From an optimization exercise on the open Yosys and OpenROAD flow, aimed at small area, a short achievable clock period and few clock cycles; shortcuts taken in it are not production practice.

==> module processor, before the edit <==
module processor (
    input         clk,
    input         rst,
    output [15:0] imem_addr,
    input  [15:0] imem_rdata,
    output [15:0] dmem_addr,
    input  [15:0] dmem_rdata,
    output [15:0] dmem_wdata,
    output        dmem_we
);
    wire [255:0] rf;
    reg  [15:0] pc;         
    reg  [15:0] ir;
    reg         dv;         
    reg  [3:0]  ra_a;       
    reg  [3:0]  rb_a;       
    reg         bp;         
    reg         hz;         
    reg         dj;         
    reg         dbr;        
    reg         dshl;       
    wire [3:0] nop = imem_rdata[15:12];
    wire       n_mem = (nop == 4'h1) | (nop == 4'h2);
    wire       n_ra  = (nop == 4'h4) | (nop == 4'h5) | (nop == 4'h8) |
                       (nop == 4'hB) | (nop == 4'hC) | (nop == 4'hF);
    wire [3:0] n_ra_a = n_ra ? imem_rdata[7:4] : imem_rdata[11:8];
    wire [3:0] n_rb_a = (nop == 4'h2) ? {2'b11, imem_rdata[11:10]} : imem_rdata[3:0];
    reg  [15:0] opa, opb;
    reg         e_cin;
    reg  [1:0]  e_sel;      
    reg         e_fill;
    reg         e_wen, e_ld, e_st;
    reg         e_br, e_bne;    
    reg  [3:0]  e_wd;
    reg  [15:0] maddr;
    wire [15:0] sum   = opa + opb + {15'b0, e_cin};
    wire [3:0]  e_sham = opb[7:4];
    wire        e_shl  = (opb[1:0] == 2'b01);
    wire [15:0] lor   = opa | opb;
    wire [15:0] lnand = ~(opa & opb);
    wire [15:0] sh1 = e_sham[0] ? {e_fill, opa[15:1]} : opa;
    wire [15:0] sh2 = e_sham[1] ? {{2{e_fill}}, sh1[15:2]} : sh1;
    wire [15:0] sh4 = e_sham[2] ? {{4{e_fill}}, sh2[15:4]} : sh2;
    wire [15:0] sh8 = e_sham[3] ? {{8{e_fill}}, sh4[15:8]} : sh4;
    wire [15:0] sh8_rev;
    genvar gi;
    generate for (gi = 0; gi < 16; gi = gi + 1) begin : g_rev
        assign sh8_rev[gi] = sh8[15 - gi];
    end endgenerate
    wire [15:0] shres = e_shl ? sh8_rev : sh8;
    reg  [15:0] alu;
    always @(*) begin
        case (e_sel)
            2'd0: alu = sum;
            2'd1: alu = lor;
            2'd2: alu = lnand;
            default: alu = shres;
        endcase
    end
    wire [15:0] wdata = e_ld ? dmem_rdata : alu;
    genvar gr;
    generate for (gr = 0; gr < 16; gr = gr + 1) begin : g_rf
        reg [15:0] r;
        always @(posedge clk)
            if (e_wen && e_wd == gr) r <= wdata;
        assign rf[16*gr +: 16] = r;
    end endgenerate
    wire [3:0] op = ir[15:12];
    wire [3:0] fd = ir[11:8];
    wire [15:0] ra = rf[16*ra_a +: 16];
    wire [15:0] rb = rf[16*rb_a +: 16];
    wire        hza = e_wen & (e_wd == ra_a);
    wire        hzb = e_wen & (e_wd == rb_a);
    wire [15:0] fwa = hza ? wdata : ra;
    wire [15:0] wdata_rev, ra_rev;
    reg  [15:0] opa_n;
    always @(*) begin
        case ({hza, dshl})
            2'b00: opa_n = ra;
            2'b01: opa_n = ra_rev;
            2'b10: opa_n = wdata;
            default: opa_n = wdata_rev;
        endcase
    end
    wire [15:0] fwb = hzb ? wdata : rb;
    wire d_rr  = (op == 4'h8) | (op == 4'hB) | (op == 4'hC) | (op == 4'hF);
    wire d_zx  = (op == 4'hA) | (op == 4'hE);
    wire d_sub = (op == 4'hC) | (op == 4'hD) | (op == 4'hE);
    wire d_alu = (op == 4'h0) | (op[3] | (op[2] & op[1]));
    wire d_sha = (ir[1:0] == 2'b11);
    wire taken = e_br & ((opa == opb) ^ e_bne);
    wire stall = dv & (hz | (dbr & ~bp));
    wire go    = dv & ~hz & ~bp;
    wire jump  = dv & dj;
    wire       d_wen = d_alu | (op == 4'h1);
    wire [3:0] d_wd  = (op == 4'h1) ? {2'b11, fd[3:2]} : fd;
    wire       n_hz  = go & d_wen &
                       n_mem & (d_wd[3:2] == 2'b10) & (imem_rdata[9:8] == d_wd[1:0]);
    wire [15:0] base = rf[128 + 16*fd[1:0] +: 16];
    wire [15:0] sx8 = {{8{ir[7]}}, ir[7:0]};
    wire [15:0] imm = d_zx ? {8'h00, ir[7:0]} : sx8;
    wire [15:0] bsrc = (d_rr | dbr | (op == 4'h2)) ? fwb : imm;
    generate for (gi = 0; gi < 16; gi = gi + 1) begin : g_rev2
        assign ra_rev[gi] = ra[15 - gi];
        assign wdata_rev[gi] = wdata[15 - gi];
    end endgenerate
    wire [15:0] pc_next = pc + (jump ? {{4{ir[11]}}, ir[11:0]} : 16'd2);
    always @(posedge clk) begin
        opa    <= opa_n;
        opb    <= d_sub ? ~bsrc : bsrc;
        e_cin  <= d_sub;
        e_sel  <= (op == 4'h0) ? 2'd3 :
                  ((op == 4'h6) | (op == 4'hF)) ? 2'd1 :
                  ((op == 4'h7) | (op == 4'hB)) ? 2'd2 : 2'd0;
        e_fill <= d_sha & fwa[15];
        e_ld   <= (op == 4'h1);
        e_wd   <= d_wd;
        e_bne  <= op[0];
        maddr  <= base + {sx8[14:0], 1'b0};
        if (rst) begin
            pc    <= 16'h0000;
            dv    <= 1'b0;
            bp    <= 1'b0;
            hz    <= 1'b0;
            e_wen <= 1'b0;
            e_st  <= 1'b0;
            e_br  <= 1'b0;
        end else begin
            e_br  <= go & dbr;
            e_wen <= go & d_wen;
            e_st  <= go & (op == 4'h2);
            bp    <= go & dbr;
            hz    <= 1'b0;
            if (taken) begin
                pc <= ra;               
                dv <= 1'b0;
            end else if (!stall) begin
                hz   <= n_hz;
                pc   <= pc_next;
                dv   <= ~jump;
            end
        end
        if (!stall) begin
            ir   <= imem_rdata;
            dj   <= (nop == 4'h3);
            dbr  <= (nop == 4'h4) | (nop == 4'h5);
            dshl <= (nop == 4'h0) & (imem_rdata[1:0] == 2'b01);
            ra_a <= n_ra_a;
            rb_a <= n_rb_a;
        end else if (go & dbr) begin
            ra_a <= fd;
        end
    end
    assign imem_addr  = pc;
    assign dmem_addr  = maddr;
    assign dmem_wdata = opb;
    assign dmem_we    = e_st;
endmodule
Settings: LEC_CHECK=0, CAP_MARGIN=10, CORE_MARGIN=2, CORE_UTILIZATION=60, PLACE_DENSITY=0.75, SLEW_MARGIN=10, SETUP_SLACK_MARGIN=7.7; clock period 11.0 ns.
standard.sh (not shown) runs the stock make flow with config.mk's settings and CLKGATE_MAP_FILE= SYNTH_SCRIPT=/design/flow/synth_recipe.tcl, a recipe that flattens the netlist after the stock synthesis.
==> flow/flow/run.sh <==
#!/bin/bash
# Standard ORFS layout (the standard.sh), with repair_timing asked for
# a larger setup margin so that it shortens the critical paths further.
set -euo pipefail
echo "export SETUP_SLACK_MARGIN = 7.7" >> config.mk
bash standard.sh finish > standard_flow.log 2>&1 || { tail -50 standard_flow.log; exit 1; }
tail -5 standard_flow.log
Then changed:
--- a/flow/design.v
+++ b/flow/design.v
@@ -22,9 +22,10 @@
     wire [3:0] nop = imem_rdata[15:12];
     wire       n_mem = (nop == 4'h1) | (nop == 4'h2);
     wire       n_ra  = (nop == 4'h4) | (nop == 4'h5) | (nop == 4'h8) |
                        (nop == 4'hB) | (nop == 4'hC) | (nop == 4'hF);
-    wire [3:0] n_ra_a = n_ra ? imem_rdata[7:4] : imem_rdata[11:8];
+    wire [3:0] n_ra_a = n_mem ? {2'b10, imem_rdata[9:8]} :
+                        n_ra  ? imem_rdata[7:4] : imem_rdata[11:8];
     wire [3:0] n_rb_a = (nop == 4'h2) ? {2'b11, imem_rdata[11:10]} : imem_rdata[3:0];
     reg  [15:0] opa, opb;
     reg         e_cin;
     reg  [1:0]  e_sel;      
@@ -95,9 +96,9 @@
     wire       d_wen = d_alu | (op == 4'h1);
     wire [3:0] d_wd  = (op == 4'h1) ? {2'b11, fd[3:2]} : fd;
     wire       n_hz  = go & d_wen &
                        n_mem & (d_wd[3:2] == 2'b10) & (imem_rdata[9:8] == d_wd[1:0]);
-    wire [15:0] base = rf[128 + 16*fd[1:0] +: 16];
+    wire [15:0] base = ra;
     wire [15:0] sx8 = {{8{ir[7]}}, ir[7:0]};
     wire [15:0] imm = d_zx ? {8'h00, ir[7:0]} : sx8;
     wire [15:0] bsrc = (d_rr | dbr | (op == 4'h2)) ? fwb : imm;
     generate for (gi = 0; gi < 16; gi = gi + 1) begin : g_rev2
Maximum frequency falls by roughly a tenth.
Synthesized cell count shrinks slightly.
Wire length decreases slightly.
Worst setup slack is worse by 530 ps.
Utilization rose by 1.2 points.
Final area climbs slightly.
First-iteration DRC count decreases slightly.
Cell count increases slightly.
Via count fell slightly.
Global-route usage is about the same.
Sequential share of layout area drops by 0.34 points.
Synthesized area falls slightly.
No run of this note included a check of the RTL's function; only the layout flow was run.

==> static timing again, ports no longer ideal <==
How much do the figures lean on ideal ports? The routed layouts below were timed once more, with nothing changed but the port constraints.
Step 1 sets driving cells, clkbuf_16 on the clock port and buf_2 on the other inputs (assumed; they add their load-dependent delay and slew).
Step 2, shift: input delay + t, output delay - t, t = (earliest + latest rising clock arrival at the registers) / 2. This alone moves slack from input paths to output paths.
Slacks: ideal / step 1 / step 2; pairs: ideal / step 1.
run	t, ns	setup WS [ns]	worst hold slack (ns)	worst setup path after step 2
the first run	0.582	7.673 / 7.619 / 7.182	0.495 / 0.495 / 0.495	input to register
the second run	0.581	7.144 / 7.144 / 7.143	0.504 / 0.504 / 0.504	input to register
After both steps setup and hold are still met in every run listed. For the first run, which loses most, drivers alone change the setup slack by -0.054 ns; drivers and shift together by -0.491 ns.
